Context: an optimization exercise on an open-source flow, tuned for small area, a short achievable clock period and few clock cycles. The choices shown serve that exercise and are no tape-out recipe.
In this exercise RTL edits were held to simulation tests only and were not proved equivalent to the original.
Power figures rest on the tool's default switching activity, not on a simulated workload.

==> flow/design.v (excerpt) <==
module rs_cudu_v2(
	input clock, reset,
	input sqrt_start, input [19:0] data_in,
	output sqrt_done, output [9:0] data_out
);
Size in the first run: roughly 190 cells after synthesis, ~27 flip-flops, ~34 I/O pins.
export LEC_CHECK = 0
export CAP_MARGIN = 20
export CORE_MARGIN = 2
export CORE_UTILIZATION = 40
export SETUP_SLACK_MARGIN = 2.9
export SLEW_MARGIN = 20
create_clock -name core_clock -period 5.0 [get_ports {clock}]
standard.sh (not shown) runs the stock make flow with config.mk's settings and CLKGATE_MAP_FILE= SYNTH_SCRIPT=/design/flow/synth_recipe.tcl, a recipe that flattens the netlist after the stock synthesis.
==> flow/flow/run.sh <==
#!/bin/bash
# The standard layout, with plain buf_1 cells as the port buffers.
set -euo pipefail
export BUFFER_PORTS_ARGS="-buffer_cell sky130_fd_sc_hd__buf_1"
bash standard.sh > make_finish.log 2>&1
The baseline finished with timing, DRC and antenna clean.
Testbench counts at the start, summed over its fixed seeds: cycles 32,008.
Then changed:
ABC_AREA = 1   (was default)
SETUP_SLACK_MARGIN = 2.6   (was 2.9)
=> The new run completed with no timing, DRC or antenna violations. Clock power falls by about 5%. Fmax goes down by 2.3%. Power falls by 1.4%. Final cell count climbs by 17%. Worst setup slack degrades by 0.050 ns.
Then changed:
==> flow/run.sh (new file) <==
#!/bin/bash
# synth_recipe.tcl (not shown) runs the flow's synth.tcl, then flattens the netlist and writes it again
# the make line also repeats each setting of config.mk as NAME=value (left out here)
make -C /OpenROAD-flow-scripts/flow DESIGN_CONFIG=/design/flow/config.mk WORK_HOME=/design/flow/orfs CLKGATE_MAP_FILE= SYNTH_SCRIPT=/design/flow/synth_recipe.tcl finish
ABC_AREA = default   (was 1)
SETUP_SLACK_MARGIN = 2.8   (was 2.6)
removed: flow/flow/run.sh
removed: flow/standard.sh
Effect: The changed run produced a clean layout. Cell area came out higher by 12%. Power went up by 4.1%. Final cell count came out lower by 15%. Via count went down by 6.7%. Worst setup slack gets worse by 0.016 ns. Area after synthesis drops by about 6%. Die area went down by about 6%. Global-route usage grows by 1.1 points. Sequential cell count does not change. Utilization rises by 9.0 points.
Then changed:
==> flow/flow/run.sh (new file) <==
#!/bin/bash
# The standard layout, with plain buf_1 cells as the port buffers.
set -euo pipefail
export BUFFER_PORTS_ARGS="-buffer_cell sky130_fd_sc_hd__buf_1"
bash standard.sh > make_finish.log 2>&1
==> flow/standard.sh (new file) <==
#!/bin/bash
# synth_recipe.tcl (not shown) runs the flow's synth.tcl, then flattens the netlist and writes it again
# the make line also repeats each setting of config.mk as NAME=value (left out here)
make -C /OpenROAD-flow-scripts/flow DESIGN_CONFIG=/design/flow/config.mk WORK_HOME=/design/flow/orfs CLKGATE_MAP_FILE= SYNTH_SCRIPT=/design/flow/synth_recipe.tcl "${@:-finish}"
ABC_AREA = 1   (was default)
removed: flow/run.sh
=> Non-clock buffer count falls by 3. Die area rises by 6.0%. Routed wire length falls by 5.5%. Area after synthesis rises by 6.4%. Register-to-register slack improved by 0.14 ns.
Then changed:
ABC_AREA = default   (was 1)
=> Via count shrinks by roughly a tenth; routed wire length goes down by roughly a tenth; first-iteration DRC count came out higher by about a fifth; worst setup slack is worse by 0.11 ns; non-clock buffer count stays the same; power came out lower by a few percent; core utilization is higher by 1.2 points; sequential cell count is unchanged; cell area went down by a few percent; sequential power is lower by a few percent.
Then changed:
==> flow/flow/run.sh (replaced) <==
#!/bin/bash
# The standard layout, with plain buf_1 cells as the port buffers and no
# half/full adder cells (added to the platform's don't-use list), so that
# ABC maps the adders from plain gates.
set -euo pipefail
export BUFFER_PORTS_ARGS="-buffer_cell sky130_fd_sc_hd__buf_1"
DU="sky130_fd_sc_hd__probe_p_8 sky130_fd_sc_hd__probec_p_8 sky130_fd_sc_hd__lpflow_bleeder_1 sky130_fd_sc_hd__lpflow_clkbufkapwr_1 sky130_fd_sc_hd__lpflow_clkbufkapwr_16 sky130_fd_sc_hd__lpflow_clkbufkapwr_2 sky130_fd_sc_hd__lpflow_clkbufkapwr_4 sky130_fd_sc_hd__lpflow_clkbufkapwr_8 sky130_fd_sc_hd__lpflow_clkinvkapwr_1 sky130_fd_sc_hd__lpflow_clkinvkapwr_16 sky130_fd_sc_hd__lpflow_clkinvkapwr_2 sky130_fd_sc_hd__lpflow_clkinvkapwr_4 sky130_fd_sc_hd__lpflow_clkinvkapwr_8 sky130_fd_sc_hd__lpflow_decapkapwr_12 sky130_fd_sc_hd__lpflow_decapkapwr_3 sky130_fd_sc_hd__lpflow_decapkapwr_4 sky130_fd_sc_hd__lpflow_decapkapwr_6 sky130_fd_sc_hd__lpflow_decapkapwr_8 sky130_fd_sc_hd__lpflow_inputiso0n_1 sky130_fd_sc_hd__lpflow_inputiso0p_1 sky130_fd_sc_hd__lpflow_inputiso1n_1 sky130_fd_sc_hd__lpflow_inputiso1p_1 sky130_fd_sc_hd__lpflow_inputisolatch_1 sky130_fd_sc_hd__lpflow_isobufsrc_1 sky130_fd_sc_hd__lpflow_isobufsrc_16 sky130_fd_sc_hd__lpflow_isobufsrc_2 sky130_fd_sc_hd__lpflow_isobufsrc_4 sky130_fd_sc_hd__lpflow_isobufsrc_8 sky130_fd_sc_hd__lpflow_isobufsrckapwr_16 sky130_fd_sc_hd__lpflow_lsbuf_lh_hl_isowell_tap_1 sky130_fd_sc_hd__lpflow_lsbuf_lh_hl_isowell_tap_2 sky130_fd_sc_hd__lpflow_lsbuf_lh_hl_isowell_tap_4 sky130_fd_sc_hd__lpflow_lsbuf_lh_isowell_4 sky130_fd_sc_hd__lpflow_lsbuf_lh_isowell_tap_1 sky130_fd_sc_hd__lpflow_lsbuf_lh_isowell_tap_2 sky130_fd_sc_hd__lpflow_lsbuf_lh_isowell_tap_4 sky130_fd_sc_hd__ha_1 sky130_fd_sc_hd__ha_2 sky130_fd_sc_hd__ha_4 sky130_fd_sc_hd__fa_1 sky130_fd_sc_hd__fa_2 sky130_fd_sc_hd__fa_4"
bash standard.sh "DONT_USE_CELLS=$DU" finish > make_finish.log 2>&1
The new run completed without violations.
Count of clock-buffer cells in the layout stays the same.
Synthesized cell count rises by about 18%.
Routed wire length rises by about 14%.
Utilization rose by 0.78 points.
Via count rises by 11%.
Design area came out higher by 7.6%.

what the ideal ports hide:
The results above use ideal ports. As a check the final layouts listed here were re-extracted and re-timed, cells and wires unchanged. Step 1 assumes that a clkbuf_16 drives the clock port and a buf_2 every other input. Step 2 also shifts input and output timing later by t, the mid clock arrival at the registers, as if the neighbouring blocks saw the same clock. Three values: ideal ports, drivers, drivers and shift; two values: the first two.
run | t, ns | setup WS [ns] | hold slack, ns | latest minus earliest clock arrival (ns) | worst data-port slew with drivers (ns)
the first run | 0.297 | 2.915 / 2.915 / 2.693 | 0.444 / 0.444 / 0.444 | 0.013 / 0.013 | 0.03
the second run | 0.287 | 2.865 / 2.865 / 2.843 | 0.442 / 0.442 / 0.442 | 0.007 / 0.007 | 0.03
the third run | 0.295 | 2.850 / 2.854 / 2.558 | 0.435 / 0.435 / 0.435 | 0.004 / 0.003 | 0.03
the fourth run | 0.287 | 3.021 / 3.021 / 2.843 | 0.442 / 0.442 / 0.442 | 0.007 / 0.007 | 0.03
the fifth run | 0.299 | 2.913 / 2.914 / 2.615 | 0.430 / 0.430 / 0.430 | 0.004 / 0.004 | 0.03
the sixth run | 0.295 | 2.733 / 2.733 / 2.733 | 0.457 / 0.457 / 0.457 | 0.010 / 0.010 | 0.04
After both steps setup and hold are still met in every run listed. For the fifth run, which loses most, drivers alone change the setup slack by +0.001 ns; drivers and shift together by -0.298 ns.
